This design comes from an exercise in tuning for a short achievable clock period and few clock cycles on the open sky130 flow, not from production work.
RTL that was checked went through simulation tests only; none was proved equivalent to the original.

== before ==
==> flow/design.v <==
module condition (
	input wire [3:0] cond,
	input wire [3:0] flags,
	output reg ok
	);
	wire n = flags[3], z = flags[2], c = flags[1], v = flags[0];
	always @(*) begin
		case (cond)
			4'd0:  ok = z;
			4'd1:  ok = ~z;
			4'd2:  ok = c;
			4'd3:  ok = ~c;
			4'd4:  ok = n;
			4'd5:  ok = ~n;
			4'd6:  ok = v;
			4'd7:  ok = ~v;
			4'd8:  ok = v & ~z;
			4'd9:  ok = ~v & z;
			4'd10: ok = (n == v);
			4'd11: ok = (n != v);
			4'd12: ok = ~z & (n == v);
			4'd13: ok = z & (n != v);
			default: ok = 1'b1;
		endcase
	end
endmodule
module ALU (
	input wire [3:0] op,
	input wire [31:0] a, b, op2,
	output reg [31:0] result,
	output wire [3:0] flags
	);
	wire [32:0] sum = {1'b0, a} + {1'b0, op2};
	wire [32:0] dif = {1'b0, a} - {1'b0, op2};
	wire [31:0] x = a ^ op2;
	wire add_zero = (x == {a[30:0] | op2[30:0], 1'b0});
	wire eq = (x == 32'b0);
	reg c, v, z;
	always @(*) begin
		c = 1'b0; v = 1'b0;
		case (op)
			4'b0001: begin result = x;                  z = eq; end                     
			4'b0010: begin result = dif[31:0];          z = eq;                         
			         c = dif[32]; v = a[31] ^ op2[31]; end
			4'b0100: begin result = sum[31:0];          z = add_zero;                   
			         c = sum[32]; v = (a[31] == op2[31]) & (sum[31] != a[31]); end
			4'b1000: begin result = a & op2;            z = ((a & op2) == 32'b0); end   
			4'b1001: begin result = x;                  z = eq; end                     
			4'b1010: begin result = dif[31:0];          z = eq; end                     
			4'b1100: begin result = a | op2;            z = ((a | op2) == 32'b0); end   
			4'b1101: begin result = b;                  z = (b == 32'b0); end           
			4'b1110: begin result = b & ~a;             z = ((b & ~a) == 32'b0); end    
			4'b1111: begin result = ~b;                 z = (b == 32'hFFFFFFFF); end    
			default: begin result = 32'b0;              z = 1'b1; end                   
		endcase
	end
	assign flags = {result[31], z, c, v};
endmodule
module shifter (
	input wire [4:0] amount,
	input wire [1:0] stype,
	input wire [31:0] data,
	output wire [31:0] out_shift
	);
	wire [63:0] ror_in = {data, data};
	wire [63:0] ror_out = ror_in >> amount;
	assign out_shift = (stype == 2'b00) ? (data << amount) :
	                   (stype == 2'b11) ? ror_out[31:0] :
	                                      (data >> amount);
endmodule
module rotate (
	input wire [3:0] rotate_amount,
	input wire [7:0] value,
	output wire [31:0] out_rotate
	);
	wire [63:0] twice = {24'b0, value, 24'b0, value};
	wire [63:0] shifted = twice >> {rotate_amount, 1'b0};
	assign out_rotate = shifted[31:0];
endmodule
module ksadd (
	input wire [31:0] a, b,
	input wire cin,
	output wire [31:0] s,
	output wire cout
	);
	wire [31:0] p0 = a ^ b;
	wire [31:0] g0 = a & b;
	wire [31:0] g1, p1, g2, p2, g3, p3, g4, p4, g5, p5;
	wire [31:0] gi = {g0[31:1], g0[0] | (p0[0] & cin)};
	genvar i;
	generate for (i = 0; i < 32; i = i + 1) begin : t
		if (i >= 1)  begin assign g1[i] = gi[i] | (p0[i] & gi[i-1]);  assign p1[i] = p0[i] & p0[i-1]; end
		else         begin assign g1[i] = gi[i];                      assign p1[i] = p0[i]; end
		if (i >= 2)  begin assign g2[i] = g1[i] | (p1[i] & g1[i-2]);  assign p2[i] = p1[i] & p1[i-2]; end
		else         begin assign g2[i] = g1[i];                      assign p2[i] = p1[i]; end
		if (i >= 4)  begin assign g3[i] = g2[i] | (p2[i] & g2[i-4]);  assign p3[i] = p2[i] & p2[i-4]; end
		else         begin assign g3[i] = g2[i];                      assign p3[i] = p2[i]; end
		if (i >= 8)  begin assign g4[i] = g3[i] | (p3[i] & g3[i-8]);  assign p4[i] = p3[i] & p3[i-8]; end
		else         begin assign g4[i] = g3[i];                      assign p4[i] = p3[i]; end
		if (i >= 16) begin assign g5[i] = g4[i] | (p4[i] & g4[i-16]); assign p5[i] = p4[i] & p4[i-16]; end
		else         begin assign g5[i] = g4[i];                      assign p5[i] = p4[i]; end
	end endgenerate
	assign s = p0 ^ {g5[30:0], cin};
	assign cout = g5[31];
endmodule
module registers (
	input wire clk,
	input wire wr,
	input wire [3:0] waddr,
	input wire [31:0] wdata,
	input wire [3:0] ra1, ra2,
	output wire [31:0] rd1, rd2, rd2_old,
	input wire [3:0] dbgAddr,
	output reg [31:0] dbgData
	);
	wire [511:0] flat, flatn;
	genvar i;
	generate for (i = 0; i < 16; i = i + 1) begin : r
		reg [31:0] q, qn;
		always @(posedge clk)
			if (wr && waddr == i) begin
				q <= wdata;
				qn <= ~wdata;
			end
		assign flat[32*i +: 32] = q;
		assign flatn[32*i +: 32] = qn;
	end endgenerate
	assign rd1 = (wr && waddr == ra1) ? wdata : flat[32*ra1 +: 32];
	assign rd2_old = flat[32*ra2 +: 32];
	assign rd2 = (wr && waddr == ra2) ? wdata : rd2_old;
	integer k;
	always @(*) begin
		dbgData = 32'b0;
		for (k = 0; k < 16; k = k + 1)
			dbgData = dbgData | ({32{dbgAddr == k}} & ~flatn[32*k +: 32]);
	end
endmodule
module memory (
	input wire clk,
	input wire [4:0] addr,
	input wire [19:0] raddr,      
	input wire [31:0] wdata,
	input wire wr,
	output wire [31:0] rdata,
	input wire [4:0] dbgAddr,
	output reg [7:0] dbgData
	);
	wire [255:0] flat, flatn;
	genvar i;
	generate for (i = 0; i < 32; i = i + 1) begin : b
		reg [7:0] q, qn;
		wire [4:0] d = i - addr;
		always @(posedge clk)
			if (wr && d[4:2] == 3'b0) begin
				q <= wdata[8*d[1:0] +: 8];
				qn <= ~wdata[8*d[1:0] +: 8];
			end
		assign flat[8*i +: 8] = q;
		assign flatn[8*i +: 8] = qn;
	end endgenerate
	assign rdata = {flat[8*raddr[19:15] +: 8], flat[8*raddr[14:10] +: 8], flat[8*raddr[9:5] +: 8], flat[8*raddr[4:0] +: 8]};
	integer k;
	always @(*) begin
		dbgData = 8'b0;
		for (k = 0; k < 32; k = k + 1)
			dbgData = dbgData | ({8{dbgAddr == k}} & ~flatn[8*k +: 8]);
	end
endmodule
module cpu(
	input wire clk,
	input wire nreset,
	output wire [31:0] imem_addr,
	input wire [31:0] imem_data,
	input wire [3:0] dbg_reg_addr,
	output wire [31:0] dbg_reg_data,
	input wire [4:0] dbg_mem_addr,
	output wire [7:0] dbg_mem_data,
	output wire halted
	);
	wire reset = ~nreset;
	wire [31:0] inst = imem_data;
	reg [31:0] pc;
	reg [3:0] flags;           
	wire [31:0] pc_f = reset ? 32'b0 : pc;
	assign imem_addr = pc_f;
	reg [31:0] a2, b2;         
	reg [31:0] op2r;           
	reg [3:0]  op2c;           
	reg        setf2;          
	reg        wdp2;           
	reg        ldr2, str2, byt2;
	reg [3:0]  cond2;
	reg [4:0]  off2, off2_1, off2_2, off2_3;    
	reg        link2;
	reg [31:0] lpc2;
	reg [3:0]  rd2;
	wire [31:0] alu_res;
	wire [3:0]  alu_flags;
	ALU calculation(op2c, a2, b2, op2r, alu_res, alu_flags);
	wire ls_ok;
	condition ls_cond(cond2, flags, ls_ok);
	wire [4:0]  maddr = a2[4:0] + off2;
	wire [19:0] mraddr = {a2[4:0] + off2_3, a2[4:0] + off2_2, a2[4:0] + off2_1, maddr};
	wire [31:0] mword;
	wire        mwr = str2 & ls_ok & nreset;
	memory MEM(clk, maddr, mraddr, byt2 ? {4{b2[7:0]}} : b2, mwr, mword, dbg_mem_addr, dbg_mem_data);
	wire        rwr = (wdp2 | (ldr2 & ls_ok) | link2) & nreset;
	wire [3:0]  rwaddr = link2 ? 4'd14 : rd2;
	wire [31:0] rwdata = link2 ? lpc2 : ldr2 ? (byt2 ? {24'b0, mword[7:0]} : mword) : alu_res;
	wire [3:0] flags_next = setf2 ? alu_flags : flags;
	always @(posedge clk)
		if (reset) flags <= 4'b0;
		else flags <= flags_next;
	wire [1:0] cls = inst[27:26];
	wire dp  = (cls == 2'b00);
	wire ls  = (cls == 2'b01);
	wire br  = inst[27];
	wire [3:0] op = inst[24:21];
	wire [3:0] rn = inst[19:16], rd = inst[15:12], rm = inst[3:0];
	wire        st1 = ls & ~inst[20];
	wire [3:0]  r2 = st1 ? rd : rm;
	wire [31:0] vn, v2, v2_old;
	registers RAM(clk, rwr, rwaddr, rwdata, rn, r2, vn, v2, v2_old, dbg_reg_addr, dbg_reg_data);
	wire shop  = dp & ~inst[25] & ~(op == 4'b1101 | op == 4'b1110 | op == 4'b1111);
	wire stall = shop & rwr & (rwaddr == rm);
	wire [31:0] rot;
	rotate rotating(inst[11:8], inst[7:0], rot);
	wire [31:0] sh_out;
	shifter shifting(inst[11:7], inst[6:5], v2_old, sh_out);
	wire br_ok;
	condition br_cond(inst[31:28], reset ? 4'b0 : flags_next, br_ok);
	wire taken = br & br_ok;
	wire writes_rd = (op == 4'b0001) | (op == 4'b0010) | (op == 4'b0100) | (op == 4'b1000) |
	                 (op == 4'b1100) | (op == 4'b1101) | (op == 4'b1110) | (op == 4'b1111);
	always @(posedge clk) begin
		a2    <= vn;
		b2    <= v2;
		op2r  <= inst[25] ? rot : sh_out;
		op2c  <= op;
		byt2  <= inst[22];
		cond2 <= inst[31:28];
		off2  <= inst[24] ? inst[4:0] : 5'd0;
		off2_1 <= (inst[24] ? inst[4:0] : 5'd0) + 5'd1;
		off2_2 <= (inst[24] ? inst[4:0] : 5'd0) + 5'd2;
		off2_3 <= (inst[24] ? inst[4:0] : 5'd0) + 5'd3;
		lpc2  <= pc_f;
		rd2   <= rd;
		if (stall) begin
			setf2 <= 1'b0; wdp2 <= 1'b0; ldr2 <= 1'b0; str2 <= 1'b0; link2 <= 1'b0;
		end else begin
			setf2 <= dp & inst[20];
			wdp2  <= dp & writes_rd;
			ldr2  <= ls & inst[20];
			str2  <= ls & ~inst[20];
			link2 <= taken & inst[24];
		end
	end
	wire [31:0] target;
	wire        target_c;
	ksadd target_add(pc + 32'd2, {{8{inst[23]}}, inst[23:0]}, 1'b0, target, target_c);
	wire [31:0] target0 = {{8{inst[23]}}, inst[23:0]} + 32'd2;    
	always @(posedge clk)
		if (reset) pc <= taken ? target0 : 32'd1;
		else if (stall) pc <= pc;
		else if (taken) pc <= target;
		else pc <= pc + 32'd1;
	wire busy2 = rwr | mwr | setf2;
	assign halted = (inst == 32'hEAFFFFFE) & ~busy2;
endmodule
==> flow/config.mk <==
export PLATFORM = sky130hd
export DESIGN_NAME = cpu
export DESIGN_NICKNAME = cpu
export VERILOG_FILES = /design/flow/design.v
export SDC_FILE = /design/flow/constraint.sdc
export NUM_CORES = 4
export LEC_CHECK = 0
export CAP_MARGIN = 20
export CORE_MARGIN = 2
export CORE_UTILIZATION = 40
export PLACE_DENSITY = 0.6
export SETUP_SLACK_MARGIN = 5
export SLEW_MARGIN = 20
==> flow/constraint.sdc <==
create_clock -name core_clock -period 10.0 [get_ports {clk}]
set_input_delay 2.0000 -clock core_clock [delete_from_list [all_inputs] [get_ports {clk}]]
set_output_delay 2.0000 -clock core_clock [all_outputs]
set_load 0.01 [all_outputs]
run.sh (not shown) runs the stock make flow with config.mk's settings and CLKGATE_MAP_FILE= SYNTH_SCRIPT=/design/flow/synth_recipe.tcl, a recipe that flattens the netlist after the stock synthesis.
Testbench counts of before, summed over its fixed seeds: cycles 74,777.
Edits applied to the flow inputs when going from before to after:
diff --git a/flow/design.v b/flow/design.v
--- a/flow/design.v
+++ b/flow/design.v
@@ -113,17 +113,13 @@
 	input wire [3:0] dbgAddr,
 	output reg [31:0] dbgData
 	);
-	wire [511:0] flat, flatn;
+	wire [511:0] flat;
 	genvar i;
 	generate for (i = 0; i < 16; i = i + 1) begin : r
-		reg [31:0] q, qn;
+		reg [31:0] q;
 		always @(posedge clk)
-			if (wr && waddr == i) begin
-				q <= wdata;
-				qn <= ~wdata;
-			end
+			if (wr && waddr == i) q <= wdata;
 		assign flat[32*i +: 32] = q;
-		assign flatn[32*i +: 32] = qn;
 	end endgenerate
 	assign rd1 = (wr && waddr == ra1) ? wdata : flat[32*ra1 +: 32];
 	assign rd2_old = flat[32*ra2 +: 32];
@@ -132,7 +128,7 @@
 	always @(*) begin
 		dbgData = 32'b0;
 		for (k = 0; k < 16; k = k + 1)
-			dbgData = dbgData | ({32{dbgAddr == k}} & ~flatn[32*k +: 32]);
+			dbgData = dbgData | ({32{dbgAddr == k}} & flat[32*k +: 32]);
 	end
 endmodule
 module memory (
@@ -145,25 +141,21 @@
 	input wire [4:0] dbgAddr,
 	output reg [7:0] dbgData
 	);
-	wire [255:0] flat, flatn;
+	wire [255:0] flat;
 	genvar i;
 	generate for (i = 0; i < 32; i = i + 1) begin : b
-		reg [7:0] q, qn;
+		reg [7:0] q;
 		wire [4:0] d = i - addr;
 		always @(posedge clk)
-			if (wr && d[4:2] == 3'b0) begin
-				q <= wdata[8*d[1:0] +: 8];
-				qn <= ~wdata[8*d[1:0] +: 8];
-			end
+			if (wr && d[4:2] == 3'b0) q <= wdata[8*d[1:0] +: 8];
 		assign flat[8*i +: 8] = q;
-		assign flatn[8*i +: 8] = qn;
 	end endgenerate
 	assign rdata = {flat[8*raddr[19:15] +: 8], flat[8*raddr[14:10] +: 8], flat[8*raddr[9:5] +: 8], flat[8*raddr[4:0] +: 8]};
 	integer k;
 	always @(*) begin
 		dbgData = 8'b0;
 		for (k = 0; k < 32; k = k + 1)
-			dbgData = dbgData | ({8{dbgAddr == k}} & ~flatn[8*k +: 8]);
+			dbgData = dbgData | ({8{dbgAddr == k}} & flat[8*k +: 8]);
 	end
 endmodule
 module cpu(
@@ -181,8 +173,7 @@
 	wire [31:0] inst = imem_data;
 	reg [31:0] pc;
 	reg [3:0] flags;           
-	wire [31:0] pc_f = reset ? 32'b0 : pc;
-	assign imem_addr = pc_f;
+	assign imem_addr = pc;
 	reg [31:0] a2, b2;         
 	reg [31:0] op2r;           
 	reg [3:0]  op2c;           
@@ -202,9 +193,9 @@
 	wire [4:0]  maddr = a2[4:0] + off2;
 	wire [19:0] mraddr = {a2[4:0] + off2_3, a2[4:0] + off2_2, a2[4:0] + off2_1, maddr};
 	wire [31:0] mword;
-	wire        mwr = str2 & ls_ok & nreset;
+	wire        mwr = str2 & ls_ok;
 	memory MEM(clk, maddr, mraddr, byt2 ? {4{b2[7:0]}} : b2, mwr, mword, dbg_mem_addr, dbg_mem_data);
-	wire        rwr = (wdp2 | (ldr2 & ls_ok) | link2) & nreset;
+	wire        rwr = wdp2 | (ldr2 & ls_ok) | link2;
 	wire [3:0]  rwaddr = link2 ? 4'd14 : rd2;
 	wire [31:0] rwdata = link2 ? lpc2 : ldr2 ? (byt2 ? {24'b0, mword[7:0]} : mword) : alu_res;
 	wire [3:0] flags_next = setf2 ? alu_flags : flags;
@@ -228,7 +219,7 @@
 	wire [31:0] sh_out;
 	shifter shifting(inst[11:7], inst[6:5], v2_old, sh_out);
 	wire br_ok;
-	condition br_cond(inst[31:28], reset ? 4'b0 : flags_next, br_ok);
+	condition br_cond(inst[31:28], flags_next, br_ok);
 	wire taken = br & br_ok;
 	wire writes_rd = (op == 4'b0001) | (op == 4'b0010) | (op == 4'b0100) | (op == 4'b1000) |
 	                 (op == 4'b1100) | (op == 4'b1101) | (op == 4'b1110) | (op == 4'b1111);
@@ -243,9 +234,9 @@
 		off2_1 <= (inst[24] ? inst[4:0] : 5'd0) + 5'd1;
 		off2_2 <= (inst[24] ? inst[4:0] : 5'd0) + 5'd2;
 		off2_3 <= (inst[24] ? inst[4:0] : 5'd0) + 5'd3;
-		lpc2  <= pc_f;
+		lpc2  <= pc;
 		rd2   <= rd;
-		if (stall) begin
+		if (reset | stall) begin
 			setf2 <= 1'b0; wdp2 <= 1'b0; ldr2 <= 1'b0; str2 <= 1'b0; link2 <= 1'b0;
 		end else begin
 			setf2 <= dp & inst[20];
@@ -258,9 +249,8 @@
 	wire [31:0] target;
 	wire        target_c;
 	ksadd target_add(pc + 32'd2, {{8{inst[23]}}, inst[23:0]}, 1'b0, target, target_c);
-	wire [31:0] target0 = {{8{inst[23]}}, inst[23:0]} + 32'd2;    
 	always @(posedge clk)
-		if (reset) pc <= taken ? target0 : 32'd1;
+		if (reset) pc <= 32'b0;
 		else if (stall) pc <= pc;
 		else if (taken) pc <= target;
 		else pc <= pc + 32'd1;
## What came out
- A launching element of the worst setup path of dbg_mem_addr[2] is what before shows, while dbg_mem_addr[4] belongs to after.
- Compared with before, in after sequential share of layout area moved down, H-tree depth moved down, wire length the detailed router placed on met1 decreased by 17% relative to the old numbers, total non-filler cell area in the finished layout has decreased, final sequential cell count lost 768.
- Looking at biggest cell category by area in the final layout, the multi-input gates result is from after; the flip-flops and latches one comes from before.
The RTL of after was laid out without a check of its function.

## separate check: timing with driven ports
Ports are ideal in the flow. The routed layouts listed here were re-timed in OpenROAD. Step 1, drivers: a clkbuf_16 drives clk and a buf_2 each remaining input, both assumed. Step 2, shift: input delay + t, output delay - t, t = (earliest + latest rising clock arrival at the registers) / 2. This alone moves slack from input paths to output paths. a / b / c = ideal ports / drivers / drivers and shift; a / b = the first two.
run	t, ns	slack for setup (ns)	slew at the worst register clock pin (ns)	pins driven straight from the clock port
before	0.950	4.134 / 4.058 / 3.726	0.07 / 0.07	1
after	0.879	4.133 / 4.074 / 3.746	0.08 / 0.08	1
After both steps setup and hold are still met in every run listed. The setup slack of before, which loses most, moves by -0.076 ns with the drivers and by -0.408 ns with both steps.
